From an optimization exercise on the open Yosys and OpenROAD flow, aimed at small area and a short achievable clock period; shortcuts taken in it are not production practice. Only simulation tests tie the RTL to the original design; equivalence was not proved. Power is estimated from default activity; no workload was simulated.

File: design/flow/flow/run.sh
#!/bin/bash
set -euo pipefail
bash standard.sh synth > synth.log 2>&1
bash standard.sh MATCH_CELL_FOOTPRINT=0 \
  "BUFFER_PORTS_ARGS=-buffer_cell sky130_fd_sc_hd__buf_2" \
  "CTS_ARGS=-sink_clustering_enable -repair_clock_nets -buf_list sky130_fd_sc_hd__clkbuf_16 -sink_clustering_size 24 -sink_clustering_max_diameter 80 -dont_use_dummy_load" \
  finish > layout.log 2>&1
File: design/flow/standard.sh
#!/bin/bash
# synth_recipe.tcl (not shown) runs the flow's synth.tcl, then flattens the netlist and writes it again
# the make line also repeats each setting of config.mk as NAME=value (left out here)
make -C /OpenROAD-flow-scripts/flow DESIGN_CONFIG=/design/flow/config.mk WORK_HOME=/design/flow/orfs CLKGATE_MAP_FILE= SYNTH_SCRIPT=/design/flow/synth_recipe.tcl "${@:-finish}"
File: design/flow/config.mk
export PLATFORM = sky130hd
export DESIGN_NAME = CPU
export DESIGN_NICKNAME = CPU
export VERILOG_FILES = /design/flow/design.v
export SDC_FILE = /design/flow/constraint.sdc
export NUM_CORES = 4
export LEC_CHECK = 0
export CAP_MARGIN = 20
export CORE_MARGIN = 2
export CORE_UTILIZATION = 65
export CTS_BUF_LIST = sky130_fd_sc_hd__clkbuf_16
export CTS_CLUSTER_DIAMETER = 80
export CTS_CLUSTER_SIZE = 24
export SETUP_SLACK_MARGIN = 1.6
export SLEW_MARGIN = 20
File: design/flow/constraint.sdc
create_clock -name core_clock -period 3.5 [get_ports {clk}]
set_input_delay 0.7000 -clock core_clock [delete_from_list [all_inputs] [get_ports {clk}]]
set_output_delay 0.7000 -clock core_clock [all_outputs]
set_load 0.01 [all_outputs]
File: design/flow/design.v
module ALU_PG (
    input  [15:0] data1,
    input  [15:0] data2,
    input         sub,
    output [15:0] p,
    output [15:0] g
);
    wire [15:0] b = data2 ^ {16{sub}};
    assign p = (data1 ^ data2) ^ {16{sub}};
    assign g = {data1[15:1] & b[15:1], (data1[0] & b[0]) | (p[0] & sub)};
endmodule
module ALU (
    input  [15:0] p,
    input  [15:0] g,
    input         sub,
    output [15:0] sum,
    output [15:0] and_result,
    output [15:0] or_result
);
    wire [15:0] g1, p1, g2, p2, g3, p3, c;
    genvar i;
    generate
        for (i = 0; i < 16; i = i + 1) begin : l1
            if (i >= 1) begin
                assign g1[i] = g[i] | (p[i] & g[i-1]);
                assign p1[i] = p[i] & p[i-1];
            end else begin
                assign g1[i] = g[i];
                assign p1[i] = p[i];
            end
        end
        for (i = 0; i < 16; i = i + 1) begin : l2
            if (i >= 2) begin
                assign g2[i] = g1[i] | (p1[i] & g1[i-2]);
                assign p2[i] = p1[i] & p1[i-2];
            end else begin
                assign g2[i] = g1[i];
                assign p2[i] = p1[i];
            end
        end
        for (i = 0; i < 16; i = i + 1) begin : l3
            if (i >= 4) begin
                assign g3[i] = g2[i] | (p2[i] & g2[i-4]);
                assign p3[i] = p2[i] & p2[i-4];
            end else begin
                assign g3[i] = g2[i];
                assign p3[i] = p2[i];
            end
        end
        for (i = 0; i < 16; i = i + 1) begin : l4
            if (i >= 8)
                assign c[i] = g3[i] | (p3[i] & g3[i-8]);
            else
                assign c[i] = g3[i];
        end
    endgenerate
    assign sum = p ^ {c[14:0], sub};
    assign and_result = g;
    assign or_result  = p | g;
endmodule
module Control_Unit (
    input  [3:0] opcode,
    output       mem_read,
    output       mem_write,
    output       reg_write,
    output [1:0] alu_op
);
    assign mem_read  = (opcode == 4'd5);
    assign mem_write = (opcode == 4'd6);
    assign reg_write = (opcode >= 4'd1) && (opcode <= 4'd5);
    assign alu_op    = (opcode == 4'd2) ? 2'd1 :
                       (opcode == 4'd3) ? 2'd2 :
                       (opcode == 4'd4) ? 2'd3 : 2'd0;
endmodule
module Register_File (
    input         clk,
    input         clear,
    input  [3:0]  next_reg1,     
    input  [3:0]  next_reg2,
    input  [15:0] read_sel1,     
    input  [15:0] read_sel2,
    input  [15:0] write_en,      
    input  [15:0] write_data,
    output reg [15:0] next_sel1,
    output reg [15:0] next_sel2,
    output reg [15:0] reg_data1,
    output reg [15:0] reg_data2
);
    reg [15:0] registers [0:15];
    integer i;
    always @(posedge clk) begin
        for (i = 0; i < 16; i = i + 1)
            if (write_en[i] || clear)
                registers[i] <= write_data & {16{~clear}};
    end
    always @(*) begin
        for (i = 0; i < 16; i = i + 1) begin
            next_sel1[i] = next_reg1 == i;
            next_sel2[i] = next_reg2 == i;
        end
    end
    always @(*) begin
        reg_data1 = 16'b0;
        reg_data2 = 16'b0;
        for (i = 0; i < 16; i = i + 1) begin
            reg_data1 = reg_data1 | (registers[i] & {16{read_sel1[i]}});
            reg_data2 = reg_data2 | (registers[i] & {16{read_sel2[i]}});
        end
    end
endmodule
module Hazard_Detection_Unit (
    input        clk,
    input        reset,
    input        id_mem_read,
    input  [3:0] id_rd,
    input  [15:0] instr,
    output reg   stall
);
    always @(posedge clk or posedge reset) begin
        if (reset)
            stall <= 1'b0;
        else if (id_mem_read && (id_rd == instr[11:8] || id_rd == instr[7:4]))
            stall <= 1'b1;
    end
endmodule
module CPU (
    input clk,
    input reset,
    output [15:0] pc,
    input [15:0] instr,
    output [15:0] alu_out,
    output mem_read,
    output mem_write,
    input [15:0] mem_data
);
    wire stall;
    reg  [1:0] after_reset;
    wire       rf_clear = after_reset != 2'd3;
    wire       started  = after_reset != 2'd0;
    reg        ex_sel_sum, ex_sel_and, ex_sel_or, wb_hold;
    reg [15:0] pc_reg;
    reg        id_mem_read, id_mem_write, id_reg_write;
    reg [1:0]  id_alu_op;
    reg        id_sub;
    reg [3:0]  id_ra;
    reg [15:0] id_sel1, id_sel2;   
    reg [15:0] ex_p, ex_g;
    reg        ex_sub;
    reg        ex_mem_read, ex_reg_write;
    reg [3:0]  ex_rd;
    reg [15:0] wb_result;
    reg        wb_mem_read;
    reg [15:0] wb_we;        
    wire       dec_mem_read, dec_mem_write, dec_reg_write;
    wire [1:0] dec_alu_op;
    wire [15:0] next_sel1, next_sel2;
    wire [15:0] rf_data1, rf_data2, id_p, id_g, alu_sum, alu_and, alu_or;
    reg  [15:0] ex_we;
    Control_Unit cu (
        .opcode(instr[15:12]),
        .mem_read(dec_mem_read),
        .mem_write(dec_mem_write),
        .reg_write(dec_reg_write),
        .alu_op(dec_alu_op)
    );
    Hazard_Detection_Unit hdu (
        .clk(clk),
        .reset(reset),
        .id_mem_read(id_mem_read),
        .id_rd(id_ra),
        .instr(instr),
        .stall(stall)
    );
    always @(posedge clk or posedge reset) begin
        if (reset) begin
            after_reset  <= 2'd0;
            pc_reg       <= 16'b0;
            id_mem_read  <= 1'b0;
            id_mem_write <= 1'b0;
        end else begin
            if (rf_clear)
                after_reset <= after_reset + 2'd1;
            pc_reg <= pc_reg + {15'b0, ~stall};
            if (!stall) begin
                id_mem_read  <= dec_mem_read;
                id_mem_write <= dec_mem_write;
            end
        end
    end
    always @(posedge clk) begin
        id_reg_write <= dec_reg_write;
        id_alu_op    <= dec_alu_op;
        id_sub       <= dec_alu_op == 2'd1;
        id_ra        <= instr[11:8];
        id_sel1      <= next_sel1;
        id_sel2      <= next_sel2;
    end
    Register_File rf (
        .clk(clk),
        .clear(rf_clear),
        .next_reg1(instr[11:8]),
        .next_reg2(instr[7:4]),
        .read_sel1(id_sel1),
        .read_sel2(id_sel2),
        .write_en(wb_we),
        .write_data(wb_mem_read ? mem_data : wb_result),
        .next_sel1(next_sel1),
        .next_sel2(next_sel2),
        .reg_data1(rf_data1),
        .reg_data2(rf_data2)
    );
    ALU_PG alu_pg (
        .data1(rf_data1),
        .data2(rf_data2),
        .sub(id_sub),
        .p(id_p),
        .g(id_g)
    );
    always @(posedge clk) begin
        ex_p         <= id_p;
        ex_g         <= id_g;
        ex_sub       <= id_sub;
        ex_mem_read  <= id_mem_read;
        ex_reg_write <= id_reg_write;
        ex_rd        <= id_ra;
    end
    ALU alu (
        .p(ex_p),
        .g(ex_g),
        .sub(ex_sub),
        .sum(alu_sum),
        .and_result(alu_and),
        .or_result(alu_or)
    );
    integer i;
    always @(*)
        for (i = 0; i < 16; i = i + 1)
            ex_we[i] = ex_reg_write && ex_rd == i;
    always @(posedge clk or posedge reset) begin
        if (reset) begin
            ex_sel_sum   <= 1'b0;
            ex_sel_and   <= 1'b0;
            ex_sel_or    <= 1'b0;
            wb_hold      <= 1'b0;
            wb_result    <= 16'b0;
        end else begin
            ex_sel_sum   <= started & ~stall & ~id_alu_op[1];
            ex_sel_and   <= started & ~stall & (id_alu_op == 2'd2);
            ex_sel_or    <= started & ~stall & (id_alu_op == 2'd3);
            wb_hold      <= started & stall;
            wb_result    <= (alu_sum & {16{ex_sel_sum}}) | (alu_and & {16{ex_sel_and}})
                          | (alu_or & {16{ex_sel_or}}) | (wb_result & {16{wb_hold}});
        end
    end
    always @(posedge clk) begin
        wb_mem_read <= ex_mem_read;
        wb_we       <= ex_we;
    end
    assign pc       = pc_reg;
    assign alu_out  = wb_result;
    assign mem_read = id_mem_read;
    assign mem_write = id_mem_write;
endmodule
==> results of run 1 <==
==> worst max-delay path: cells and delay by family (launching register included) <==
kind / cells / cell delay, ns
flops: 1 / 0.38
simple gates: 2 / 0.41
buf+inv: 1 / 0.20
compound gates: 2 / 0.52
xor+xnor: 1 / 0.33
==> cell usage after synthesis (all sizes together) (2+ instances only) <==
master  instances  area [um^2]
edfxtp        256         7690
a221oi         98          865
dfxtp          96         1920
a22o           94          823
clkbuf         85          320
nor2           81          304
a22oi          68          510
xnor2          50          438
nand3          46          230
dfrtp          41         1030
nor2b          32          200
nand2b         31          194
a21oi          29          145
nand2          22         82.6
nor3           20          100
mux2i          19          190
nand4          18          113
xor2           15          131
a221o          11          110
o21ai          10         53.8
inv             9         33.8
nand3b          6         45.0
buf             5         32.5
ha              5         62.6
a21o            4         30.0
nor4            4         25.0
and3            3         20.0
mux2            3         33.8
nand4b          3         26.3
a211oi          2         15.0
nor4bb          2         20.0
o21bai          2         15.0
or3b            2         17.5
==> power by group <==
part | switching, uW | internal, uW
registers | 231 | 5090
logic | 447 | 348
clock network | 1340 | 1020
==> layout make-up <==
| class | count | area, um^2 | share of cell area, % |
|---|---|---|---|
| Sequential cell | 393 | 10700 | 61.5 |
| Multi-Input combinational cell | 695 | 5200 | 29.9 |
| Timing Repair Buffer | 94 | 552 | 3.17 |
| Clock buffer | 20 | 500 | 2.88 |
| Tap cell | 324 | 405 | 2.33 |
| Inverter | 9 | 33.8 | 0.194 |
| Antenna cell | 2 | 5.00 | 0.0288 |
==> through the flow <==
step           hold slack, ns  utilization [%]  cells
2_1_floorplan           0.310                -   1187
3_3_place_gp            0.314             68.4   1512
3_5_place_dp            0.317             68.4   1512
4_1_cts                 0.107             71.1   1532
5_1_grt                 0.128             72.0   1535
6_report                0.110             72.0   1537
==> final timing paths <==
path                                     start  slack (ns)                      end  depth (start not counted)
max                         id_sel2[0]$_DFF_P_        1.59          ex_g[4]$_DFF_P_                          6
min                                      reset        0.11      pc_reg[2]$_DFF_PP0_                          2
max reg2reg                 id_sel2[0]$_DFF_P_        1.59          ex_g[4]$_DFF_P_                          6
min reg2reg                ex_mem_read$_DFF_P_        0.34      wb_mem_read$_DFF_P_                          0
max in group asynchronous                reset        2.69  wb_result[10]$_DFF_PP0_                          3
min in group core_clock    ex_mem_read$_DFF_P_        0.34      wb_mem_read$_DFF_P_                          0
==> timing repair <==
| action | CTS | global route |
|---|---|---|
| setup buffers | 0 | 3 |
| pin swaps | 0 | 11 |
| hold endpoints to repair | 0 | 0 |
| resized for setup | 57 | 51 |
| endpoints found under the setup margin | 558 | 111 |
==> routing by layer <==
metal / vias up / share of wire, % / GRT usage (%)
met5: - / 0.028 / 0
met4: 2 / 5.4 / 15.7
met3: 242 / 15 / 9.58
met2: 967 / 45 / 55.8
met1: 5349 / 35 / 48.1
li1: 4686 / - / -
==> logic make-up (layout without fill, tap and decap cells) <==
logic type	Yosys count	count (layout)	synth area share (%)
AOI/OAI and AO/OA	329	329	16.7
xor gates and xnor gates	65	65	3.57
adders and majority gates	5	5	0.392
buffers and inverters	99	123	2.42
DFF	393	393	66.7
muxes	22	22	1.40
other	0	2	0
and+or+nand+nor	274	274	8.86
==> layout by cell type, fill, tap and decap left out, types with 15 or more instances in the layout <==
master	instances
nor3_1	20
xnor2_1	36
a22oi_1	68
dfxtp_1	62
nor2_1	74
mux2i_1	19
edfxtp_1	256
xor2_1	15
nand2b_1	31
nand2_1	22
nor2b_2	17
buf_2	63
nand3_1	45
a221oi_1	94
buf_4	30
nand4_1	18
clkbuf_16	20
a22o_1	94
dfrtp_1	40
a21oi_1	27
dfxtp_2	22
==> impl_metrics.csv, run 1 <==
group,metric,value,unit
floorplanning,initial_core_util,66.0,%
grt,grt_max_degree,30,
sta,slew_violations,0,
pwr,ir_worst_vdd,0.427,mV
drt,num_vias,11246,
cts,cts.sinks,393,
sta,worst_pin_slew,0.900,ns
setup_path,cp-start-kind,"flop",
pwr,total_power,8480,uW
sta,setup_tns,0,ns
floorplanning,core,24200,um^2
place,post-dp-hpwl,26700,um
setup_path,crit_path_top_delay_cell,"dfxtp_2",
sta,slew_headroom,39.5,%
grt,first_global_vias,10535,
setup_path,path_class,"flop to flop",
logic_synthesis,ys_warn_count,4,
cts,clk_pin_slew_worst_paths,0.09,ns
worst_hold_path,hold_path_class,"input pin to asynchronous set/reset pin",
status,outcome,"timing/DRC/antenna clean",
place,gp_congestion,0.906,
layout,nFillCells,1635,
floorplanning,placementRows,57,
layout,largest_register,"rf.registers",
place,port_buffers,63,
sta,finalSetupViolCount,0,
setup_path,crit_path_max_incr_delay,0.38,ns
logic_synthesis,synthFlopType,"edfxtp_1",
layout,largest_reg_flops,256,
pwr,powerDensity,487,nW/um^2
logic_synthesis,ys_ff_latch,393,
logic_synthesis,synthesis.area,16000,um^2
drt,avgRoutedWirePerCell,30.6,um
floorplanning,dieArea,25800,um^2
grt,antenna_found_initial,2,
logic_synthesis,yosysUniqueCellTypes,56,
sta,timing.final.ws_setup,1.59,ns
sta,fin_crit,1.91,ns
cts,postCtsHoldBufs,0,
setup_path,cp.arrival,2.38,ns
cts,cts_root_buf,"clkbuf_16",
layout,area_growth,9.12,%
floorplanning,die_h,161,um
setup_path,crit_required,3.97,ns
layout,drive_above_1_share,17.4,%
logic_synthesis,async_reset_ff_share,10.4,%
sta,hold_viol_final,0,
cts,cts_tree,"done",
logic_synthesis,synth_nets,1226,
place,pre_cts_ws,1.10,ns
cts,clk_latency,0.53,ns
sta,finClkSkew,0.0368,ns
logic_synthesis,ys_seq_area_share,66.7,%
drt,dr.pass1.iters,6,
drt,routed_wl,47100,um
cts,cts_max_level,1,
grt,track_usage,35.8,%
floorplanning,io-pin-count,68,
drt,drc,0,
setup_path,cp_max_fo,14,
drt,final_antenna_net_count,0,
logic_synthesis,syn_inst,1187,
pwr,power_leakage,0.00629,uW
sta,rsz0062_at_grt,"true",
grt,grt_overflow,0,
logic_synthesis,synth_edf_count,256,
drt,dr.first_iter.drc_count,1972,
sta,fmax,0.523,GHz
layout,design_area,17400,um^2
cts,numCtsBuffers,20,
grt,grt_pass1_wl,67100,um
floorplanning,die_w,161,um
setup_path,crit_chain,"buf_6 -> a22o_1 -> a221oi_1 -> nand4_1 -> xnor2_2 -> nor2b_1",
sta,finalCritPeriodShare,54.6,%
logic_synthesis,syn_avg_cell_area,13.4,um^2
place,placed_area,16500,um^2
drt,viasPerCell,7.32,
layout,nets,1252,
cts,cts.path.max_buffers,3,
job,drv_cap,0,
setup_path,cp-end-kind,"flop",
==> inputs of run 2 (changes only) <==
--- a/design/flow/config.mk
+++ b/design/flow/config.mk
@@ -8,8 +8,8 @@
 export CAP_MARGIN = 20
 export CORE_MARGIN = 2
-export CORE_UTILIZATION = 65
+export CORE_UTILIZATION = 60
 export CTS_BUF_LIST = sky130_fd_sc_hd__clkbuf_16
 export CTS_CLUSTER_DIAMETER = 80
 export CTS_CLUSTER_SIZE = 24
-export SETUP_SLACK_MARGIN = 1.6
+export SETUP_SLACK_MARGIN = 1.5
 export SLEW_MARGIN = 20
==> impl_metrics.csv, run 2 <==
group,metric,value,unit
drt,drc,0,
setup_path,reg2reg_depth,5,
grt,grt_overflow,0,
setup_path,cp_top_family,"flip-flops",
sta,hold_viol_final,0,
setup_path,crit_path_max_incr_delay,0.67,ns
logic_synthesis,synth.most_common_cell,"edfxtp_1",
setup_path,regToRegStartpoint,"id_sel1[3]$_DFF_P_",
setup_path,cp_max_fo,16,
sta,holdWs,0.283,ns
layout,largest_register,"rf.registers",
sta,fmax,0.492,GHz
pwr,p_clk_share,28.3,%
logic_synthesis,synth_edf_count,256,
place,port_buffers,63,
place,post-dp-hpwl,26600,um
logic_synthesis,synthFlopType,"edfxtp_1",
logic_synthesis,synth_nets,1226,
worst_hold_path,hold_path_class,"input pin to asynchronous set/reset pin",
layout,nFillCells,1961,
cts,clk_latency,0.53,ns
pwr,total_power,8430,uW
sta,setup_tns,0,ns
drt,dr.first_iter.drc_count,1765,
status,outcome,"timing/DRC/antenna clean",
logic_synthesis,ys_warn_count,4,
logic_synthesis,synth_area_leader_cell,"edfxtp_1",
setup_path,crit_required,3.88,ns
place,dp.cells,1516,
layout,drive_above_1_share,14.4,%
setup_path,cp.arrival,2.41,ns
cts,cts_max_level,1,
layout,utilization,65.9,%
layout,layout_commonest_cell,"edfxtp_1",
grt,first_global_vias,10539,
setup_path,worst-path-buf-inv,0,
floorplanning,dieArea,27900,um^2
sta,finClkSkew,0.0411,ns
layout,final_cell_mix,"edfxtp_1 (256), a221oi_1 (96), a22o_1 (94), nor2_1 (76), a22oi_1 (68)",
pwr,p_comb_share,8.6,%
logic_synthesis,synth.top_cell.area_share,48.2,%
place,gp_congestion,0.877,
cts,cts.path.max_buffers,3,
sta,rsz0062_at_grt,"false",
grt,grt_pass1_wl,67600,um
pwr,p_sw,2000,uW
floorplanning,io-pin-count,68,
drt,routed_wl,46700,um
job,drv_cap,0,
drt,final_antenna_net_count,0,
floorplanning,initial_core_util,61.2,%
setup_path,r2r_setup_slack,1.47,ns
grt,antenna_found_initial,0,
drt,dr.pass1.iters,8,
logic_synthesis,synthesis.area,16000,um^2
logic_synthesis,syn_inst,1187,
logic_synthesis,ys_ff_latch,393,
setup_path,cp-end-kind,"flop",
cts,cts_tree,"done",
floorplanning,placementRows,59,
layout,antenna_cells,0,
grt,track_usage,33.1,%
layout,nets,1243,
logic_synthesis,yosysUniqueCellTypes,56,
setup_path,cp-start-kind,"flop",
cts,numCtsBuffers,20,
layout,area_growth,7.68,%
logic_synthesis,ys_seq_area_share,66.7,%
logic_synthesis,synth_commonest_cells,"edfxtp_1 (256), a221oi_1 (97), dfxtp_1 (96)",
floorplanning,die_h,167,um
drt,avgRoutedWirePerCell,30.4,um
logic_synthesis,synth_area_leaders,"edfxtp_1 (48%), dfxtp_1 (12%), dfrtp_1 (6.4%)",
pwr,seqPwrFrac,63.2,%
setup_path,r2r-end,"ex_p[6]$_DFF_P_",
floorplanning,die_w,167,um
pwr,power_leakage,0.00619,uW
cts,postCtsHoldBufs,0,
layout,largest_reg_flops,256,
cts,cts.sinks,393,
pwr,powerDensity,491,nW/um^2
setup_path,path_class,"flop to flop",
setup_path,crit_chain,"a22o_1 -> a221oi_1 -> nand3_1 -> nor2_1 -> xnor2_1",
cts,clk_pin_slew_worst_paths,0.09,ns
pwr,swShare,23.7,%
sta,worst_pin_slew,1.19,ns
sta,slew_headroom,20.8,%
logic_synthesis,syn_avg_cell_area,13.4,um^2
sta,finalSetupViolCount,0,
layout,fin_cells,1537,
pwr,ir_worst_vdd,0.433,mV
grt,grt_max_degree,42,
cts,cts_root_buf,"clkbuf_16",
sta,slew_violations,0,
sta,fin_crit,2.03,ns
floorplanning,core,26100,um^2
drt,num_vias,11048,
pwr,p_int,6430,uW
setup_path,crit_path_top_delay_cell,"dfxtp_1",
logic_synthesis,async_reset_ff_share,10.4,%
sta,finalCritPeriodShare,58.1,%
drt,viasPerCell,7.19,
## run 2: repair_timing
| action | CTS | global route |
|---|---|---|
| endpoints found under the hold margin | 0 | 0 |
| gates resized for setup | 38 | 32 |
| endpoints found under the setup margin | 264 | 62 |
| pin swaps | 0 | 3 |
| setup buffers | 0 | 1 |
## run 2: per-stage QoR
step	area, um^2	setup slack [ns]
finish	17200	1.47
global route	17200	1.50
CTS	17100	1.50
detailed placement	16500	1.07
global placement	16500	1.17
floorplan	16000	1.75
## run 2: power groups by stage
| stage | logic [uW] | registers, uW | clock network, uW |
|---|---|---|---|
| 6_report | 722 | 5320 | 2380 |
| 5_1_grt | 797 | 5340 | 2580 |
| 4_1_cts | 698 | 5310 | 2410 |
| 3_5_place_dp | 688 | 5420 | 0 |
| 3_3_place_gp | 679 | 5410 | 0 |
| 2_1_floorplan | 586 | 5280 | 0 |
## run 2: routing by layer
metal,global-route usage (%),part of all wire (%)
met1,45.0,37
met3,8.53,13
met5,0,0
met4,14.2,4.8
met2,50.8,45
## run 2: worst max-delay path by stage
stage,depth (start not counted),endpoint,startpoint
final,5,ex_p[6]$_DFF_P_,id_sel1[3]$_DFF_P_
after global routing,3,rf.registers[13][9]$_DFFE_PP_,after_reset[0]$_DFFE_PP0P_
after CTS,5,ex_p[5]$_DFF_P_,id_sel1[6]$_DFF_P_
after detailed placement,2,rf.registers[11][14]$_DFFE_PP_,wb_mem_read$_DFF_P_
after global placement,2,rf.registers[11][14]$_DFFE_PP_,wb_mem_read$_DFF_P_
after floorplan,4,rf.registers[0][10]$_DFFE_PP_,wb_mem_read$_DFF_P_
## run 2: area by class of cell
| class | count | area [um^2] | share of cell area [%] |
|---|---|---|---|
| Multi-Input combinational cell | 695 | 5050 | 29.4 |
| Sequential cell | 393 | 10700 | 62.2 |
| Clock buffer | 20 | 500 | 2.91 |
| Tap cell | 335 | 419 | 2.44 |
| Timing Repair Buffer | 85 | 480 | 2.80 |
| Inverter | 9 | 33.8 | 0.197 |
## run 2: worst register-to-register path, stage by stage, from the launching register on
cell,delay (ns)
dfxtp_1,0.67
a22o_1,0.36
a221oi_1,0.23
nand3_1,0.11
nor2_1,0.28
xnor2_1,0.23
## run 2: cell families (layout without fill, tap and decap cells)
kind of cell | after synthesis | in the layout | synth area share (%)
mux | 22 | 22 | 1.40
flops | 393 | 393 | 66.7
compound gates | 329 | 329 | 16.7
simple gates | 274 | 274 | 8.86
buf+inv | 99 | 114 | 2.42
xor+xnor | 65 | 65 | 3.57
fa+ha+maj | 5 | 5 | 0.392
==> inputs of run 3 (changes only) <==
--- a/design/flow/config.mk
+++ b/design/flow/config.mk
@@ -12,4 +12,4 @@
 export CTS_CLUSTER_DIAMETER = 80
 export CTS_CLUSTER_SIZE = 24
-export SETUP_SLACK_MARGIN = 1.5
+export SETUP_SLACK_MARGIN = 1.7
 export SLEW_MARGIN = 20
==> impl_metrics.csv, run 3 <==
group,metric,value,unit
sta,slew_violations,0,
setup_path,cp-start-kind,"flop",
layout,utilization,69.7,%
sta,hold_viol_final,0,
drt,num_vias,11305,
floorplanning,die_w,167,um
drt,avgRoutedWirePerCell,29.9,um
logic_synthesis,synth.most_common_cell,"edfxtp_1",
cts,clk_latency,0.53,ns
grt,track_usage,33.5,%
logic_synthesis,synth_area_leader_cell,"edfxtp_1",
setup_path,cp.arrival,2.07,ns
sta,finClkSkew,0.0387,ns
drt,dr.pass1.iters,5,
pwr,power_leakage,0.00674,uW
drt,final_antenna_net_count,0,
layout,nFillCells,1845,
logic_synthesis,ys_ff_latch,393,
layout,largest_register,"rf.registers",
job,drv_cap,0,
cts,cts.sinks,393,
logic_synthesis,synth_commonest_cells,"edfxtp_1 (256), a221oi_1 (97), dfxtp_1 (96)",
logic_synthesis,ys_seq_area_share,66.7,%
floorplanning,dieArea,27900,um^2
layout,drive_above_1_share,22.9,%
logic_synthesis,synth_area_leaders,"edfxtp_1 (48%), dfxtp_1 (12%), dfrtp_1 (6.4%)",
logic_synthesis,synthesis.area,16000,um^2
place,port_buffers,63,
floorplanning,initial_core_util,61.2,%
place,gp_congestion,0.877,
logic_synthesis,yosysUniqueCellTypes,56,
grt,antenna_found_initial,0,
floorplanning,core,26100,um^2
pwr,ir_worst_vdd,0.436,mV
floorplanning,placementRows,59,
sta,worst_pin_slew,0.986,ns
logic_synthesis,synth_nets,1226,
logic_synthesis,synth.top_cell.area_share,48.2,%
setup_path,cp-end-kind,"flop",
logic_synthesis,syn_inst,1187,
floorplanning,die_h,167,um
layout,antenna_cells,0,
drt,dr.first_iter.drc_count,1713,
setup_path,crit_required,3.72,ns
cts,cts.path.max_buffers,3,
cts,numCtsBuffers,20,
cts,cts_root_buf,"clkbuf_16",
sta,finalSetupViolCount,0,
place,post-dp-hpwl,26600,um
layout,area_growth,13.9,%
layout,final_cell_mix,"edfxtp_1 (256), a22o_1 (94), a221oi_1 (81), nor2_1 (68), a22oi_1 (68)",
cts,postCtsHoldBufs,0,
sta,rsz0062_at_grt,"true",
grt,grt_overflow,0,
logic_synthesis,synth_edf_count,256,
sta,finalCritPeriodShare,53.0,%
setup_path,path_class,"flop to flop",
sta,fmax,0.539,GHz
drt,routed_wl,47700,um
logic_synthesis,syn_avg_cell_area,13.4,um^2
cts,clk_pin_slew_worst_paths,0.09,ns
drt,drc,0,
setup_path,cp_max_fo,16,
worst_hold_path,hold_path_class,"input pin to asynchronous set/reset pin",
logic_synthesis,synthFlopType,"edfxtp_1",
layout,largest_reg_flops,256,
drt,viasPerCell,7.08,
cts,cts_tree,"done",
cts,cts_max_level,1,
pwr,powerDensity,471,nW/um^2
logic_synthesis,async_reset_ff_share,10.4,%
sta,fin_crit,1.85,ns
layout,layout_commonest_cell,"edfxtp_1",
layout,nets,1303,
sta,setup_tns,0,ns
floorplanning,io-pin-count,68,
grt,grt_max_degree,42,
status,outcome,"timing/DRC/antenna clean",
logic_synthesis,ys_warn_count,4,
grt,first_global_vias,10740,
sta,slew_headroom,33.7,%
grt,grt_pass1_wl,68600,um
-- run 3: critical path: stages (launching register included) --
cell and delay (ns):
dfxtp_2 0.62, mux2i_1 0.71, nor2b_4 0.20
-- run 3: area by class of cell --
type / instances / area [um^2] / share of cell area, %
flip-flops and latches: 393 / 10700 / 59.2
multi-input cells: 695 / 5380 / 29.6
repair buffers: 145 / 1080 / 5.97
clock buffers: 20 / 500 / 2.76
well taps: 335 / 419 / 2.31
inverters: 9 / 33.8 / 0.186
-- run 3: what timing repair did --
item	in CTS	in global routing
gates resized for setup	101	82
endpoints found under the setup margin	323	331
gates cloned	0	0
buffers inserted	27	34
endpoints found under the hold margin	0	0
pin swaps	11	28
-- run 3: path summary, 6_finish.rpt --
kind,startpoint,to,slack (ns),depth (start not counted)
min,reset,wb_result[0]$_DFF_PP0_,0.28,3
max in group asynchronous,reset,wb_result[11]$_DFF_PP0_,2.83,3
max,wb_mem_read$_DFF_P_,rf.registers[12][11]$_DFFE_PP_,1.65,2
min in group core_clock,ex_mem_read$_DFF_P_,wb_mem_read$_DFF_P_,0.34,0
min reg2reg,ex_mem_read$_DFF_P_,wb_mem_read$_DFF_P_,0.34,0
max reg2reg,wb_mem_read$_DFF_P_,rf.registers[12][11]$_DFFE_PP_,1.65,2
-- run 3: report_power, final --
part	internal, uW	total [uW]	switching, uW
sequential	5090	5330	237
combinational	389	851	462
clock	1020	2380	1360
total	6500	8560	2060
-- run 3: routing by layer --
layer | share of wire [%] | vias up | GRT usage, %
met4 | 4.7 | 0 | 14.1
met5 | 0 | - | 0
met2 | 45 | 901 | 51.6
met3 | 14 | 175 | 8.20
li1 | - | 4790 | -
met1 | 36 | 5439 | 45.8
-- run 3: kinds of logic (layout without fill, tap and decap cells) --
kind of cell	Yosys count	after routing	synth area share [%]
flip-flops	393	393	66.7
AO/OA/AOI/OAI	329	329	16.7
AND/OR/NAND/NOR	274	274	8.86
buffers and inverters	99	174	2.42
XOR/XNOR	65	65	3.57
multiplexers	22	22	1.40
adder cells (fa/ha/maj)	5	5	0.392
-- run 3: stage by stage --
stage	hold slack (ns)	cell area [um^2]	std cells	total power (uW)	setup slack, ns
after global routing	0.311	18200	1597	8850	1.60
after CTS	0.286	17500	1563	8480	1.68
after floorplan	0.310	16000	1187	5870	1.75
after global placement	0.313	16500	1516	6090	1.17
final	0.276	18200	1597	8560	1.65
after detailed placement	0.329	16500	1516	6110	1.07
==> inputs of run 4 (changes only) <==
--- a/design/flow/config.mk
+++ b/design/flow/config.mk
@@ -12,4 +12,5 @@
 export CTS_CLUSTER_DIAMETER = 80
 export CTS_CLUSTER_SIZE = 24
-export SETUP_SLACK_MARGIN = 1.7
+export PLACE_DENSITY = 0.68
+export SETUP_SLACK_MARGIN = 1.6
 export SLEW_MARGIN = 20
==> impl_metrics.csv, run 4 <==
group,metric,value,unit
cts,numCtsBuffers,20,
pwr,power_leakage,0.00635,uW
grt,antenna_found_initial,2,
logic_synthesis,synthFlopType,"edfxtp_1",
pwr,ir_worst_vdd,0.434,mV
grt,grt_overflow,0,
logic_synthesis,syn_avg_cell_area,13.4,um^2
logic_synthesis,yosysUniqueCellTypes,56,
cts,cts.path.max_buffers,3,
grt,met3_usage,7.41,%
grt,track_usage,33.6,%
sta,rsz0062_at_grt,"true",
logic_synthesis,async_reset_ff_share,10.4,%
setup_path,cp_max_fo,16,
logic_synthesis,ys_seq_area_share,66.7,%
floorplanning,core,26100,um^2
grt,first_global_vias,10548,
grt,grt_busiest_layer,"met2",
logic_synthesis,synth_area_leaders,"edfxtp_1 (48%), dfxtp_1 (12%), dfrtp_1 (6.4%)",
layout,largest_reg_flops,256,
logic_synthesis,ys_ff_latch,393,
setup_path,crit_path_top_delay_cell,"dfxtp_2",
drt,routed_wl,47800,um
cts,postCtsHoldBufs,0,
sta,slew_violations,0,
logic_synthesis,synth_commonest_cells,"edfxtp_1 (256), a221oi_1 (97), dfxtp_1 (96)",
drt,drc,0,
worst_hold_path,hold_path_class,"input pin to asynchronous set/reset pin",
drt,dr.first_iter.drc_count,1799,
grt,grt_use_met2,53.5,%
floorplanning,placementRows,59,
drt,final_antenna_net_count,0,
logic_synthesis,synth_area_leader_cell,"edfxtp_1",
sta,fmax,0.525,GHz
layout,nFillCells,1903,
cts,cts_tree,"done",
place,post-dp-hpwl,27600,um
setup_path,path_class,"flop to flop",
job,drv_cap,0,
logic_synthesis,synth.top_cell.area_share,48.2,%
drt,avgRoutedWirePerCell,30.6,um
status,outcome,"timing/DRC/antenna clean",
logic_synthesis,synth.most_common_cell,"edfxtp_1",
sta,worst_pin_slew,0.882,ns
setup_path,cp-end-kind,"flop",
place,port_buffers,63,
sta,fin_crit,1.90,ns
logic_synthesis,synth_edf_count,256,
logic_synthesis,syn_inst,1187,
place,gp_congestion,0.918,
sta,finClkSkew,0.0266,ns
setup_path,worst-path-buf-inv,0,
setup_path,cp.arrival,2.30,ns
pwr,powerDensity,488,nW/um^2
drt,viasPerCell,7.17,
logic_synthesis,synthesis.area,16000,um^2
grt,met1_usage,44.9,%
cts,cts_root_buf,"clkbuf_16",
layout,largest_register,"rf.registers",
sta,finalSetupViolCount,0,
setup_path,r2r_setup_slack,1.60,ns
floorplanning,initial_core_util,61.2,%
cts,cts.sinks,393,
drt,num_vias,11201,
setup_path,crit_chain,"a22o_1 -> a221oi_1 -> nand3_1 -> nor2_1 -> xnor2_1",
sta,slew_headroom,40.7,%
layout,antenna_cells,0,
layout,layout_commonest_cell,"edfxtp_1",
sta,hold_viol_final,0,
cts,clk_pin_slew_worst_paths,0.10,ns
floorplanning,io-pin-count,68,
logic_synthesis,synth_nets,1226,
layout,drive_above_1_share,17.6,%
grt,grt_max_degree,25,
setup_path,crit_path_max_incr_delay,0.55,ns
layout,final_cell_mix,"edfxtp_1 (256), a221oi_1 (95), a22o_1 (94), nor2_1 (75), a22oi_1 (68)",
setup_path,cp-start-kind,"flop",
cts,cts_max_level,1,
cts,clk_latency,0.53,ns
logic_synthesis,ys_warn_count,4,
setup_path,cp_top_family,"compound AO/OA/AOI/OAI gates",
floorplanning,die_w,167,um
layout,area_growth,9.70,%
setup_path,crit_required,3.89,ns
floorplanning,dieArea,27900,um^2
layout,utilization,67.2,%
grt,grt_pass1_wl,68400,um
layout,nets,1268,
floorplanning,die_h,167,um
sta,setup_tns,0,ns
drt,dr.pass1.iters,6,
sta,finalCritPeriodShare,54.4,%
run 4: cell counts after synthesis:
Identical to the previous run, type by type.
run 4: per-layer routing:
metal / vias to the layer above / share of wire, %
li1: 4714 / -
met1: 5347 / 36
met2: 944 / 46
met3: 196 / 13
met4: 0 / 5.2
met5: - / 0
run 4: worst paths after layout:
check,startpoint,endpoint,cells past startpoint
setup / recovery,id_sel1[0]$_DFF_P_,ex_p[11]$_DFF_P_,5
hold / removal,reset,id_mem_read$_DFFE_PP0N_,2
setup reg to reg,id_sel1[0]$_DFF_P_,ex_p[11]$_DFF_P_,5
hold reg to reg,ex_mem_read$_DFF_P_,wb_mem_read$_DFF_P_,0
max in group asynchronous,reset,wb_result[13]$_DFF_PP0_,3
min in group core_clock,ex_mem_read$_DFF_P_,wb_mem_read$_DFF_P_,0
run 4: what timing repair did:
item | in CTS | in global routing
endpoints found under the setup margin | 556 | 207
gates cloned | 0 | 0
resized for setup | 52 | 47
endpoints found under the hold margin | 0 | 0
buffers inserted | 1 | 7
pin swaps | 1 | 11
run 4: cell type report:
class                      instances  area, um^2  share of cell area, %
sequential                       393       10700                   61.2
tap                              335         419                   2.40
clock buffer                      20         500                   2.86
inverter                           9        33.8                  0.193
timing repair buffer             110         672                   3.84
multi-input combinational        695        5170                   29.5
run 4: kinds of logic (layout without fill, tap and decap cells):
family,Yosys count,in the layout,synth area share (%)
fa+ha+maj,5,5,0.392
simple gates,274,274,8.86
mux,22,22,1.40
compound gates,329,329,16.7
buf+inv,99,139,2.42
xor+xnor,65,65,3.57
flops,393,393,66.7
run 4: report_power, final:
part           leakage (uW)  total [uW]  internal [uW]  switching [uW]
Clock              0.000246        2400           1020            1370
Combinational       0.00245         836            365             471
Sequential          0.00365        5300           5090             213
Total               0.00635        8530           6480            2050
run 4: through the flow:
step                      instances  worst slack, ns  instance area [um^2]  hold WS, ns  total power (uW)
after global routing           1562             1.54                 17500        0.204              8790
after detailed placement       1534             1.07                 16600        0.318              6130
after global placement         1534             1.12                 16600        0.315              6110
after CTS                      1555             1.60                 17300        0.170              8450
final                          1562             1.60                 17500        0.159              8530
after floorplan                1187             1.75                 16000        0.310              5870
==> inputs of run 5 (changes only) <==
--- a/design/flow/config.mk
+++ b/design/flow/config.mk
@@ -12,5 +12,5 @@
 export CTS_CLUSTER_DIAMETER = 80
 export CTS_CLUSTER_SIZE = 24
-export PLACE_DENSITY = 0.68
+export PLACE_DENSITY = 0.78
 export SETUP_SLACK_MARGIN = 1.6
 export SLEW_MARGIN = 20
==> impl_metrics.csv, run 5 <==
group,metric,value,unit
drt,final_antenna_net_count,0,
setup_path,cp-end-kind,"flop",
sta,fmax,0.521,GHz
drt,drc,0,
cts,clk_pin_slew_worst_paths,0.10,ns
place,port_buffers,63,
drt,dr.first_iter.drc_count,2263,
layout,largest_reg_flops,256,
floorplanning,io-pin-count,68,
grt,grt_pass1_wl,66600,um
logic_synthesis,synth_commonest_cells,"edfxtp_1 (256), a221oi_1 (97), dfxtp_1 (96)",
cts,cts.sinks,393,
logic_synthesis,synth.top_cell.area_share,48.2,%
place,pre_cts_ws,1.09,ns
cts,cts_max_level,1,
logic_synthesis,synth_area_leaders,"edfxtp_1 (48%), dfxtp_1 (12%), dfrtp_1 (6.4%)",
layout,nFillCells,1833,
layout,nets,1251,
pwr,seqPwrFrac,62.7,%
pwr,powerDensity,490,nW/um^2
sta,hold_viol_final,0,
setup_path,cp-start-kind,"flop",
sta,fin_crit,1.92,ns
cts,cts.path.max_buffers,3,
layout,largest_register,"rf.registers",
grt,track_usage,32.4,%
logic_synthesis,synth_area_leader_cell,"edfxtp_1",
pwr,swShare,24.0,%
status,outcome,"timing/DRC/antenna clean",
sta,slew_headroom,45.5,%
sta,finalCritPeriodShare,54.8,%
pwr,p_clk_share,28.1,%
sta,rsz0062_at_grt,"true",
setup_path,crit_required,3.93,ns
floorplanning,initial_core_util,61.2,%
logic_synthesis,synth.most_common_cell,"edfxtp_1",
logic_synthesis,synth_edf_count,256,
grt,first_global_vias,10811,
setup_path,cp_max_fo,16,
grt,antenna_found_initial,3,
pwr,p_int,6460,uW
floorplanning,core,26100,um^2
drt,routed_wl,46300,um
grt,grt_max_degree,31,
drt,dr.pass1.iters,10,
floorplanning,die_w,167,um
drt,viasPerCell,7.31,
logic_synthesis,synth_nets,1226,
logic_synthesis,synthesis.area,16000,um^2
cts,postCtsHoldBufs,0,
layout,multi_input_area,5150,um^2
logic_synthesis,syn_inst,1187,
cts,numCtsBuffers,20,
worst_hold_path,hold_path_class,"input pin to asynchronous set/reset pin",
sta,slew_violations,0,
floorplanning,placementRows,59,
job,drv_cap,0,
cts,clk_latency,0.54,ns
logic_synthesis,ys_warn_count,4,
setup_path,path_class,"flop to flop",
sta,worst_pin_slew,0.810,ns
layout,fin_cells,1546,
layout,area_growth,8.74,%
sta,finClkSkew,0.0414,ns
layout,drive_above_1_share,17.2,%
floorplanning,die_h,167,um
setup_path,cp.arrival,2.35,ns
floorplanning,dieArea,27900,um^2
sta,setup_tns,0,ns
layout,design_area,17300,um^2
place,dp.cells,1521,
pwr,total_power,8500,uW
logic_synthesis,ys_ff_latch,393,
layout,layout_commonest_cell,"edfxtp_1",
logic_synthesis,syn_avg_cell_area,13.4,um^2
pwr,p_comb_share,9.2,%
drt,avgRoutedWirePerCell,29.9,um
pwr,power_leakage,0.00626,uW
cts,cts_root_buf,"clkbuf_16",
logic_synthesis,synthFlopType,"edfxtp_1",
logic_synthesis,async_reset_ff_share,10.4,%
logic_synthesis,ys_seq_area_share,66.7,%
place,placed_area,16500,um^2
grt,grt_overflow,0,
pwr,ir_worst_vdd,0.387,mV
cts,cts_tree,"done",
place,gp_congestion,0.912,
logic_synthesis,yosysUniqueCellTypes,56,
place,post-dp-hpwl,26500,um
layout,seqCellArea,10700,um^2
sta,timing.final.ws_setup,1.58,ns
pwr,p_sw,2040,uW
drt,num_vias,11295,
sta,finalSetupViolCount,0,
layout,final_cell_mix,"edfxtp_1 (256), a221oi_1 (96), a22o_1 (94), nor2_1 (74), a22oi_1 (68)",
==> run 5: cell counts after synthesis <==
No cell type changed its count.
==> run 5: stage by stage <==
step           hold WS [ns]  util (%)
3_3_place_gp          0.314      63.4
2_1_floorplan         0.310         -
5_1_grt               0.105      66.6
3_5_place_dp          0.319      63.4
6_report             0.0866      66.6
4_1_cts              0.0895      65.7
==> run 5: cells by family (layout without fill, tap and decap cells) <==
| logic type | Yosys count | count (layout) | share of synthesized area [%] |
|---|---|---|---|
| DFF | 393 | 393 | 66.7 |
| and+or+nand+nor | 274 | 274 | 8.86 |
| xor gates and xnor gates | 65 | 65 | 3.57 |
| muxes | 22 | 22 | 1.40 |
| AOI/OAI and AO/OA | 329 | 329 | 16.7 |
| adders and majority gates | 5 | 5 | 0.392 |
| buffers and inverters | 99 | 122 | 2.42 |
| other | 0 | 1 | 0 |
==> run 5: routing by layer <==
metal  vias to the layer above  global-route usage, %  routed length, um
li1                       4701                      -                  -
met4                         2                   16.8               2850
met1                      5279                   41.7              15900
met5                         -                      0                 49
met2                      1057                   50.1              20400
met3                       256                   9.55               7110
==> run 5: final timing paths <==
path,from,end,slack (ns),cells after the start
worst max-delay path,id_sel2[13]$_DFF_P_,ex_p[14]$_DFF_P_,1.58,5
worst max register to register,id_sel2[13]$_DFF_P_,ex_p[14]$_DFF_P_,1.58,5
max in group asynchronous,reset,hdu.stall$_DFFE_PP0P_,2.67,3
min in group core_clock,ex_mem_read$_DFF_P_,wb_mem_read$_DFF_P_,0.35,0
worst min-delay path,reset,wb_result[14]$_DFF_PP0_,0.09,2
worst min register to register,ex_mem_read$_DFF_P_,wb_mem_read$_DFF_P_,0.35,0
==> run 5: power groups by stage <==
stage,logic (uW),clock network [uW],registers [uW]
floorplan,586,0,5280
global placement,684,0,5400
detailed placement,703,0,5410
CTS,718,2380,5310
global route,843,2550,5340
finish,784,2390,5330
==> run 5: worst max-delay path: stages (launching register included) <==
cell and delay [ns]:
dfxtp_2 0.53, a22o_1 0.27, a221oi_1 0.27, nand4_1 0.23
xnor2_2 0.23, xnor2_2 0.29
==> run 5: final cells by class <==
| class | instances | share of cell area (%) |
|---|---|---|
| clock buffers | 20 | 2.89 |
| flip-flops and latches | 393 | 61.7 |
| diodes | 1 | 0.0144 |
| multi-input cells | 695 | 29.7 |
| inverters | 9 | 0.195 |
| well taps | 335 | 2.42 |
| repair buffers | 93 | 3.12 |
==> run 5: what timing repair did <==
item                                    in CTS  in global routing
endpoints found under the setup margin     550                221
buffers inserted                             0                  4
pin swaps                                    1                  5
resized for setup                           51                 46
==> inputs of run 6 (changes only) <==
--- a/design/flow/config.mk
+++ b/design/flow/config.mk
@@ -12,5 +12,5 @@
 export CTS_CLUSTER_DIAMETER = 80
 export CTS_CLUSTER_SIZE = 24
-export PLACE_DENSITY = 0.78
 export SETUP_SLACK_MARGIN = 1.6
 export SLEW_MARGIN = 20
+export TNS_END_PERCENT = 30
==> impl_metrics.csv, run 6 <==
group,metric,value,unit
floorplanning,io-pin-count,68,
pwr,p_clk_share,28.2,%
pwr,powerDensity,488,nW/um^2
drt,final_antenna_net_count,0,
grt,track_usage,33.1,%
layout,area_growth,8.52,%
cts,cts_max_level,1,
logic_synthesis,synth_area_leaders,"edfxtp_1 (48%), dfxtp_1 (12%), dfrtp_1 (6.4%)",
worst_hold_path,hold_path_class,"input pin to asynchronous set/reset pin",
sta,slew_violations,0,
pwr,power_leakage,0.00625,uW
setup_path,startpoint,"ex_p[11]$_DFF_P_",
cts,cts_tree,"done",
pwr,p_sw,2010,uW
drt,routed_wl,46600,um
floorplanning,die_h,167,um
layout,seqCellArea,10700,um^2
setup_path,cp_top_family,"compound AO/OA/AOI/OAI gates",
logic_synthesis,synth.top_cell.area_share,48.2,%
logic_synthesis,synth.most_common_cell,"edfxtp_1",
place,pre_cts_ws,1.07,ns
drt,dr.first_iter.drc_count,1691,
logic_synthesis,synth_nets,1226,
pwr,seqPwrFrac,63.0,%
logic_synthesis,synth_edf_count,256,
sta,finalSetupViolCount,0,
sta,timing.final.ws_setup,1.56,ns
logic_synthesis,synth_commonest_cells,"edfxtp_1 (256), a221oi_1 (97), dfxtp_1 (96)",
place,gp_congestion,0.877,
drt,dr.pass1.iters,5,
logic_synthesis,ys_seq_area_share,66.7,%
setup_path,crit_path_max_incr_delay,0.42,ns
layout,drive_above_1_share,16.1,%
place,post-dp-hpwl,26600,um
setup_path,regToRegStartpoint,"ex_p[11]$_DFF_P_",
cts,cts_root_buf,"clkbuf_16",
layout,final_cell_mix,"edfxtp_1 (256), a22o_1 (94), a221oi_1 (93), nor2_1 (73), a22oi_1 (68)",
setup_path,path_class,"flop to flop",
setup_path,crit_required,3.92,ns
layout,largest_reg_flops,256,
floorplanning,dieArea,27900,um^2
sta,fin_crit,1.94,ns
logic_synthesis,syn_inst,1187,
place,port_buffers,63,
grt,grt_overflow,0,
logic_synthesis,async_reset_ff_share,10.4,%
pwr,p_int,6440,uW
floorplanning,die_w,167,um
logic_synthesis,syn_avg_cell_area,13.4,um^2
grt,grt_max_degree,42,
cts,cts.path.max_buffers,3,
sta,finalCritPeriodShare,55.5,%
status,outcome,"timing/DRC/antenna clean",
layout,nets,1249,
setup_path,crit_path_top_delay_cell,"dfxtp_1",
setup_path,worst-path-buf-inv,0,
logic_synthesis,synthesis.area,16000,um^2
pwr,swShare,23.8,%
logic_synthesis,ys_ff_latch,393,
cts,clk_latency,0.53,ns
pwr,p_comb_share,8.8,%
grt,first_global_vias,10546,
sta,rsz0062_at_grt,"true",
logic_synthesis,ys_warn_count,4,
logic_synthesis,synth_area_leader_cell,"edfxtp_1",
sta,fmax,0.514,GHz
job,drv_cap,0,
layout,antenna_cells,0,
setup_path,cp-start-kind,"flop",
layout,nFillCells,1941,
drt,num_vias,10972,
layout,layout_commonest_cell,"edfxtp_1",
floorplanning,placementRows,59,
cts,cts.sinks,393,
sta,finClkSkew,0.0429,ns
cts,numCtsBuffers,20,
layout,multi_input_area,5110,um^2
logic_synthesis,yosysUniqueCellTypes,56,
setup_path,cp.arrival,2.36,ns
layout,largest_register,"rf.registers",
sta,slew_headroom,40.7,%
floorplanning,initial_core_util,61.2,%
setup_path,cpMostUsedCell,"a21o_1",
sta,hold_viol_final,0,
setup_path,cp-end-kind,"flop",
sta,setup_tns,0,ns
pwr,ir_worst_vdd,0.434,mV
logic_synthesis,synthFlopType,"edfxtp_1",
drt,drc,0,
setup_path,cp_max_fo,10,
setup_path,crit_chain,"a21o_1 -> a21o_1 -> a31o_1 -> a221oi_2 -> xnor2_1 -> a221o_1",
cts,clk_pin_slew_worst_paths,0.10,ns
sta,worst_pin_slew,0.882,ns
grt,antenna_found_initial,0,
drt,avgRoutedWirePerCell,30.2,um
drt,viasPerCell,7.11,
floorplanning,core,26100,um^2
grt,grt_pass1_wl,67600,um
run 6: cell counts after synthesis:
No cell type changed its count.
run 6: final timing paths:
path	end	slack, ns	depth (start not counted)
setup / recovery	wb_result[15]$_DFF_PP0_	1.56	6
hold / removal	pc_reg[11]$_DFF_PP0_	0.28	3
setup reg to reg	wb_result[15]$_DFF_PP0_	1.56	6
hold reg to reg	wb_mem_read$_DFF_P_	0.34	0
max in group asynchronous	wb_result[12]$_DFF_PP0_	2.83	3
min in group core_clock	wb_mem_read$_DFF_P_	0.34	0
run 6: area by class of cell:
type | instances | share of cell area, %
flip-flops and latches | 393 | 61.9
multi-input cells | 695 | 29.5
repair buffers | 91 | 3.11
clock buffers | 20 | 2.89
well taps | 335 | 2.42
inverters | 9 | 0.195
run 6: per-stage QoR:
stage | hold WS (ns) | instance area, um^2 | std cells | util [%] | power [uW]
after global routing | 0.314 | 17300 | 1543 | 66.4 | 8740
after CTS | 0.286 | 17000 | 1536 | 65.4 | 8410
after floorplan | 0.310 | 16000 | 1187 | - | 5870
final | 0.276 | 17300 | 1543 | 66.4 | 8450
after global placement | 0.313 | 16500 | 1516 | 63.3 | 6090
after detailed placement | 0.329 | 16500 | 1516 | 63.3 | 6110
run 6: cells by family after synthesis:
logic type      share of synthesized area, %
flops                                   66.7
xor+xnor                                3.57
compound gates                          16.7
buf+inv                                 2.42
simple gates                            8.86
mux                                     1.40
fa+ha+maj                              0.392
run 6: what timing repair did:
action,CTS,global route
pin swaps,0,10
buffers inserted,0,7
cloned,0,0
gates resized for setup,16,76
setup endpoints to repair,299,291
hold buffers,0,0
run 6: power groups by stage:
stage	Clock [uW]	Sequential (uW)	Combinational [uW]
6_report	2380	5320	748
3_5_place_dp	0	5420	688
2_1_floorplan	0	5280	586
3_3_place_gp	0	5410	679
4_1_cts	2410	5310	694
5_1_grt	2580	5340	821
run 6: routing by layer:
metal  vias up  share of wire (%)  GRT usage [%]
met2       857                 45           50.6
met5         -                  0              0
met4         0                4.5           14.4
met3       173                 13           8.37
met1      5254                 37           45.2
li1       4688                  -              -
run 6: tightest hold or removal path, delay by kind of cell:
kind	cells	cell delay, ns
buffers and inverters	3	0.56
==> inputs of run 7 (changes only) <==
--- a/design/flow/config.mk
+++ b/design/flow/config.mk
@@ -14,3 +14,3 @@
 export SETUP_SLACK_MARGIN = 1.6
 export SLEW_MARGIN = 20
-export TNS_END_PERCENT = 30
+export TNS_END_PERCENT = 60
==> impl_metrics.csv, run 7 <==
group,metric,value,unit
pwr,ir_worst_vdd,0.433,mV
floorplanning,initial_core_util,61.2,%
floorplanning,core,26100,um^2
cts,cts_max_level,1,
cts,clk_latency,0.53,ns
drt,dr.pass1.iters,5,
sta,finalSetupViolCount,0,
sta,setup_tns,0,ns
worst_hold_path,hold_path_class,"input pin to asynchronous set/reset pin",
logic_synthesis,ys_warn_count,4,
place,gp_congestion,0.877,
cts,clk_pin_slew_worst_paths,0.09,ns
logic_synthesis,synth.top_cell.area_share,48.2,%
layout,layout_commonest_cell,"edfxtp_1",
grt,track_usage,33.1,%
cts,cts.sinks,393,
floorplanning,die_h,167,um
floorplanning,io-pin-count,68,
drt,avgRoutedWirePerCell,30.4,um
sta,fmax,0.523,GHz
floorplanning,placementRows,59,
floorplanning,dieArea,27900,um^2
sta,rsz0062_at_grt,"true",
sta,hold_viol_final,0,
setup_path,cp-start-kind,"flop",
job,drv_cap,0,
cts,cts_root_buf,"clkbuf_16",
setup_path,cp.arrival,2.29,ns
grt,grt_pass1_wl,67600,um
layout,largest_register,"rf.registers",
cts,cts.path.max_buffers,3,
pwr,total_power,8470,uW
logic_synthesis,synthFlopType,"edfxtp_1",
logic_synthesis,synth_area_leaders,"edfxtp_1 (48%), dfxtp_1 (12%), dfrtp_1 (6.4%)",
logic_synthesis,async_reset_ff_share,10.4,%
sta,slew_violations,0,
setup_path,cp_max_fo,16,
grt,first_global_vias,10546,
place,port_buffers,63,
logic_synthesis,synthesis.area,16000,um^2
setup_path,path_class,"flop to flop",
cts,numCtsBuffers,20,
setup_path,cp-end-kind,"flop",
layout,antenna_cells,0,
layout,drive_above_1_share,16.6,%
logic_synthesis,ys_ff_latch,393,
logic_synthesis,synth_nets,1226,
layout,nets,1249,
grt,grt_overflow,0,
layout,final_cell_mix,"edfxtp_1 (256), a22o_1 (94), a221oi_1 (93), nor2_1 (72), a22oi_1 (68)",
sta,fin_crit,1.91,ns
drt,drc,0,
pwr,powerDensity,488,nW/um^2
sta,worst_pin_slew,0.958,ns
layout,largest_reg_flops,256,
logic_synthesis,synth_edf_count,256,
logic_synthesis,ys_seq_area_share,66.7,%
sta,timing.final.ws_setup,1.59,ns
floorplanning,die_w,167,um
grt,antenna_found_initial,0,
sta,finClkSkew,0.0452,ns
drt,viasPerCell,7.23,
setup_path,crit_required,3.88,ns
status,outcome,"timing/DRC/antenna clean",
logic_synthesis,synth_commonest_cells,"edfxtp_1 (256), a221oi_1 (97), dfxtp_1 (96)",
drt,dr.first_iter.drc_count,1743,
place,post-dp-hpwl,26600,um
layout,area_growth,8.72,%
logic_synthesis,synth_area_leader_cell,"edfxtp_1",
logic_synthesis,synth.most_common_cell,"edfxtp_1",
logic_synthesis,yosysUniqueCellTypes,56,
drt,num_vias,11154,
sta,slew_headroom,35.6,%
grt,grt_max_degree,42,
place,pre_cts_ws,1.07,ns
logic_synthesis,syn_inst,1187,
pwr,power_leakage,0.00626,uW
layout,utilization,66.6,%
cts,cts_tree,"done",
logic_synthesis,syn_avg_cell_area,13.4,um^2
drt,final_antenna_net_count,0,
drt,routed_wl,46900,um
sta,finalCritPeriodShare,54.6,%
run 7: path summary, 6_finish.rpt:
check                               startpoint                 endpoint  slack [ns]  cells past startpoint
max                         id_sel2[1]$_DFF_P_          ex_p[6]$_DFF_P_        1.59                      5
min                                      reset   wb_result[0]$_DFF_PP0_        0.28                      3
max reg2reg                 id_sel2[1]$_DFF_P_          ex_p[6]$_DFF_P_        1.59                      5
min reg2reg                ex_mem_read$_DFF_P_      wb_mem_read$_DFF_P_        0.34                      0
max in group asynchronous                reset  wb_result[12]$_DFF_PP0_        2.82                      3
min in group core_clock    ex_mem_read$_DFF_P_      wb_mem_read$_DFF_P_        0.34                      0
run 7: final cells by class:
class / count / area, um^2
sequential: 393 / 10700
fill: 1929 / 8720
multi-input combinational: 695 / 5140
timing repair buffer: 91 / 538
clock buffer: 20 / 500
tap: 335 / 419
inverter: 9 / 33.8
run 7: cell families (layout without fill, tap and decap cells):
family,Yosys count,after routing,share of synthesized area [%]
xor gates and xnor gates,65,65,3.57
buffers and inverters,99,120,2.42
muxes,22,22,1.40
adders and majority gates,5,5,0.392
and+or+nand+nor,274,274,8.86
AOI/OAI and AO/OA,329,329,16.7
DFF,393,393,66.7
run 7: what timing repair did:
item                                    in CTS  in global routing
buffers inserted                             0                  7
gates cloned                                 0                  0
resized for setup                           16                 84
hold buffers                                 0                  0
pin swaps                                    0                 10
endpoints found under the setup margin     299                291
run 7: per-layer routing:
| metal | global-route usage (%) | routed length (um) | vias to the layer above |
|---|---|---|---|
| met5 | 0 | 0 | - |
| met4 | 14.4 | 2400 | 0 |
| met2 | 50.6 | 20900 | 885 |
| li1 | - | - | 4684 |
| met1 | 45.2 | 17600 | 5387 |
| met3 | 8.37 | 6010 | 198 |
run 7: metrics by stage:
| step | instances | hold WS (ns) | instance area, um^2 |
|---|---|---|---|
| 6_report | 1543 | 0.277 | 17300 |
| 5_1_grt | 1543 | 0.314 | 17300 |
| 4_1_cts | 1536 | 0.286 | 17000 |
| 3_5_place_dp | 1516 | 0.329 | 16500 |
| 3_3_place_gp | 1516 | 0.313 | 16500 |
| 2_1_floorplan | 1187 | 0.310 | 16000 |
run 7: worst max-delay path, cell delays in order, from the launching register on:
cell and delay (ns):
dfxtp_4 0.47, a22o_1 0.25, a221oi_1 0.32, nand4_1 0.23, xnor2_1 0.19, xnor2_1 0.30
run 7: where the power goes:
part / total [uW] / internal (uW) / switching [uW]
logic: 761 / 340 / 421
registers: 5330 / 5090 / 245
clock network: 2380 / 1020 / 1350
total: 8470 / 6450 / 2020
==> inputs of run 8 (changes only) <==
--- a/design/flow/config.mk
+++ b/design/flow/config.mk
@@ -14,3 +14,3 @@
 export SETUP_SLACK_MARGIN = 1.6
 export SLEW_MARGIN = 20
-export TNS_END_PERCENT = 60
+export TNS_END_PERCENT = 0
==> impl_metrics.csv, run 8 <==
group,metric,value,unit
logic_synthesis,async_reset_ff_share,10.4,%
setup_path,r2r-end,"ex_p[6]$_DFF_P_",
worst_hold_path,hold_path_class,"input pin to asynchronous set/reset pin",
drt,final_antenna_net_count,0,
grt,track_usage,33.1,%
floorplanning,core,26100,um^2
setup_path,reg2reg_depth,4,
floorplanning,io-pin-count,68,
layout,seqCellArea,10700,um^2
layout,area_growth,7.38,%
place,port_buffers,63,
drt,dr.pass1.iters,6,
drt,viasPerCell,7.15,
sta,finalCritPeriodShare,57.8,%
job,drv_cap,0,
sta,worst_pin_slew,1.21,ns
logic_synthesis,synth.top_cell.area_share,48.2,%
drt,drc,0,
setup_path,crit_chain,"a221oi_1 -> nand3_1 -> nor2_1 -> xnor2_1",
cts,cts.path.max_buffers,3,
sta,fin_crit,2.02,ns
logic_synthesis,synthMuxAreaShare,1.40,%
setup_path,cp_max_fo,16,
setup_path,cp.arrival,2.41,ns
floorplanning,die_h,167,um
cts,clk_pin_slew_worst_paths,0.09,ns
sta,slew_headroom,19.5,%
sta,holdWs,0.276,ns
floorplanning,dieArea,27900,um^2
pwr,power_leakage,0.00616,uW
logic_synthesis,syn_inst,1187,
layout,largest_register,"rf.registers",
layout,antenna_cells,0,
logic_synthesis,ys_ff_latch,393,
drt,dr.first_iter.drc_count,1647,
logic_synthesis,yosysUniqueCellTypes,56,
grt,grt_overflow,0,
layout,drive_above_1_share,14.1,%
place,gp_congestion,0.877,
logic_synthesis,synth-simple-area-share,8.86,%
floorplanning,die_w,167,um
place,post-dp-hpwl,26600,um
logic_synthesis,synth_commonest_cells,"edfxtp_1 (256), a221oi_1 (97), dfxtp_1 (96)",
logic_synthesis,synth_area_leader_cell,"edfxtp_1",
floorplanning,placementRows,59,
sta,hold_viol_final,0,
setup_path,r2r_setup_slack,1.48,ns
cts,cts_max_level,1,
logic_synthesis,synth_compound_area_share,16.7,%
setup_path,crit_path_top_delay_cell,"dfxtp_1",
logic_synthesis,synth_nets,1226,
setup_path,cp-start-kind,"flop",
logic_synthesis,synthFlopType,"edfxtp_1",
layout,largest_reg_flops,256,
cts,numCtsBuffers,20,
setup_path,cp-end-kind,"flop",
layout,utilization,65.7,%
setup_path,cp_top_family,"flip-flops",
grt,grt_pass1_wl,67600,um
grt,antenna_found_initial,0,
sta,timing.final.ws_setup,1.48,ns
cts,clk_latency,0.53,ns
pwr,ir_worst_vdd,0.432,mV
grt,grt_max_degree,42,
sta,finalSetupViolCount,0,
logic_synthesis,ys_seq_area_share,66.7,%
layout,multi_input_area,5010,um^2
logic_synthesis,ys_warn_count,4,
setup_path,regToRegStartpoint,"id_sel1[2]$_DFF_P_",
logic_synthesis,yosys.area_share.adder,0.392,%
status,outcome,"timing/DRC/antenna clean",
floorplanning,initial_core_util,61.2,%
drt,avgRoutedWirePerCell,30.2,um
logic_synthesis,synthesis.area,16000,um^2
cts,cts_root_buf,"clkbuf_16",
pwr,powerDensity,491,nW/um^2
layout,final_cell_mix,"edfxtp_1 (256), a221oi_1 (97), a22o_1 (94), nor2_1 (76), a22oi_1 (68)",
grt,first_global_vias,10546,
cts,postCtsHoldBufs,0,
logic_synthesis,synth_edf_count,256,
sta,slew_violations,0,
cts,cts.sinks,393,
drt,routed_wl,46400,um
sta,setup_tns,0,ns
layout,layout_commonest_cell,"edfxtp_1",
sta,fmax,0.494,GHz
logic_synthesis,synth.most_common_cell,"edfxtp_1",
setup_path,worst-path-buf-inv,0,
logic_synthesis,synth_area_leaders,"edfxtp_1 (48%), dfxtp_1 (12%), dfrtp_1 (6.4%)",
logic_synthesis,synth_top_family_by_area,"compound AO/OA/AOI/OAI gates",
sta,finClkSkew,0.0474,ns
setup_path,crit_path_max_incr_delay,1.12,ns
layout,nets,1243,
setup_path,path_class,"flop to flop",
place,pre_cts_ws,1.07,ns
drt,num_vias,10992,
layout,nFillCells,1969,
logic_synthesis,syn_avg_cell_area,13.4,um^2
sta,rsz0062_at_grt,"true",
cts,cts_tree,"done",
logic_synthesis,synth_xor_area_share,3.57,%
setup_path,crit_required,3.88,ns
[run 8: cell counts after synthesis]
No cell type changed its count.
[run 8: routing by layer]
layer	part of all wire, %	GRT usage (%)
met3	13	8.37
met5	0	0
met1	37	45.2
met2	45	50.6
met4	5.1	14.4
[run 8: logic make-up (layout without fill, tap and decap cells)]
| logic type | count (synthesis) | after routing |
|---|---|---|
| buf+inv | 99 | 114 |
| mux | 22 | 22 |
| fa+ha+maj | 5 | 5 |
| xor+xnor | 65 | 65 |
| flops | 393 | 393 |
| simple gates | 274 | 274 |
| compound gates | 329 | 329 |
[run 8: repair_timing]
item,4_1_cts,5_1_grt
hold endpoints to repair,0,0
resized for setup,16,43
pin swaps,0,2
buffers inserted,0,1
setup endpoints to repair,299,291
[run 8: where the power goes]
group	internal, uW	switching (uW)
clock network	1020	1360
logic	315	394
registers	5090	239
total	6430	1990
[run 8: per-stage QoR]
stage,power (uW),instance area (um^2),instances
after global routing,8700,17100,1537
after floorplan,5870,16000,1187
after detailed placement,6110,16500,1516
final,8420,17100,1537
after global placement,6090,16500,1516
after CTS,8410,17000,1536
[run 8: worst register-to-register path, cell delays in order (launching register included)]
cell and delay [ns]:
dfxtp_1 1.12, a221oi_1 0.24, nand3_1 0.13, nor2_1 0.10, xnor2_1 0.28
[run 8: worst max path at each step]
stage               cells past startpoint  slack (ns)                             end                       start
finish                                  4        1.48                 ex_p[6]$_DFF_P_          id_sel1[2]$_DFF_P_
global route                            3        1.47   rf.registers[2][14]$_DFFE_PP_  after_reset[0]$_DFFE_PP0P_
CTS                                     5        1.35                 ex_g[2]$_DFF_P_          id_sel2[1]$_DFF_P_
detailed placement                      2        1.07  rf.registers[11][14]$_DFFE_PP_         wb_mem_read$_DFF_P_
global placement                        2        1.17  rf.registers[11][14]$_DFFE_PP_         wb_mem_read$_DFF_P_
floorplan                               4        1.75   rf.registers[0][10]$_DFFE_PP_         wb_mem_read$_DFF_P_
[run 8: cell type report]
cell class                      count  area share [%]
Inverter                            9           0.197
Clock buffer                       20            2.92
Multi-Input combinational cell    695            29.3
Timing Repair Buffer               85            2.80
Sequential cell                   393            62.4
Tap cell                          335            2.45

re-timing with driven ports:
Ports are ideal in the flow. The routed layouts listed here were re-timed in OpenROAD.
Step 1 (the two cells are an assumption about what drives the block):
set clk [get_ports {clk}]
set_driving_cell -lib_cell sky130_fd_sc_hd__clkbuf_16 $clk
set_driving_cell -lib_cell sky130_fd_sc_hd__buf_2 [delete_from_list [all_inputs] $clk]
Step 2 also shifts input and output timing later by t, the mid clock arrival at the registers, as if the neighbouring blocks saw the same clock.
Three values: ideal, step 1, step 2; two values: the first two.
run	t (ns)	slack for setup (ns)	clock arrival spread, ns	slew at the worst register clock pin (ns)
run 1	0.560	1.588 / 1.588 / 1.331	0.040 / 0.040	0.10 / 0.10
run 2	0.562	1.468 / 1.468 / 1.338	0.041 / 0.041	0.10 / 0.10
run 3	0.559	1.646 / 1.646 / 1.251	0.040 / 0.039	0.10 / 0.10
run 4	0.572	1.596 / 1.596 / 1.341	0.033 / 0.033	0.10 / 0.10
run 5	0.573	1.582 / 1.582 / 1.332	0.043 / 0.043	0.10 / 0.10
run 6	0.564	1.556 / 1.556 / 1.329	0.043 / 0.043	0.10 / 0.10
run 7	0.565	1.589 / 1.589 / 1.274	0.045 / 0.045	0.10 / 0.10
run 8	0.562	1.476 / 1.476 / 1.344	0.048 / 0.047	0.10 / 0.10
After both steps every run listed still meets setup and hold. For run 3, which loses most, drivers alone change the setup slack by 0.000 ns; drivers and shift together by -0.395 ns.
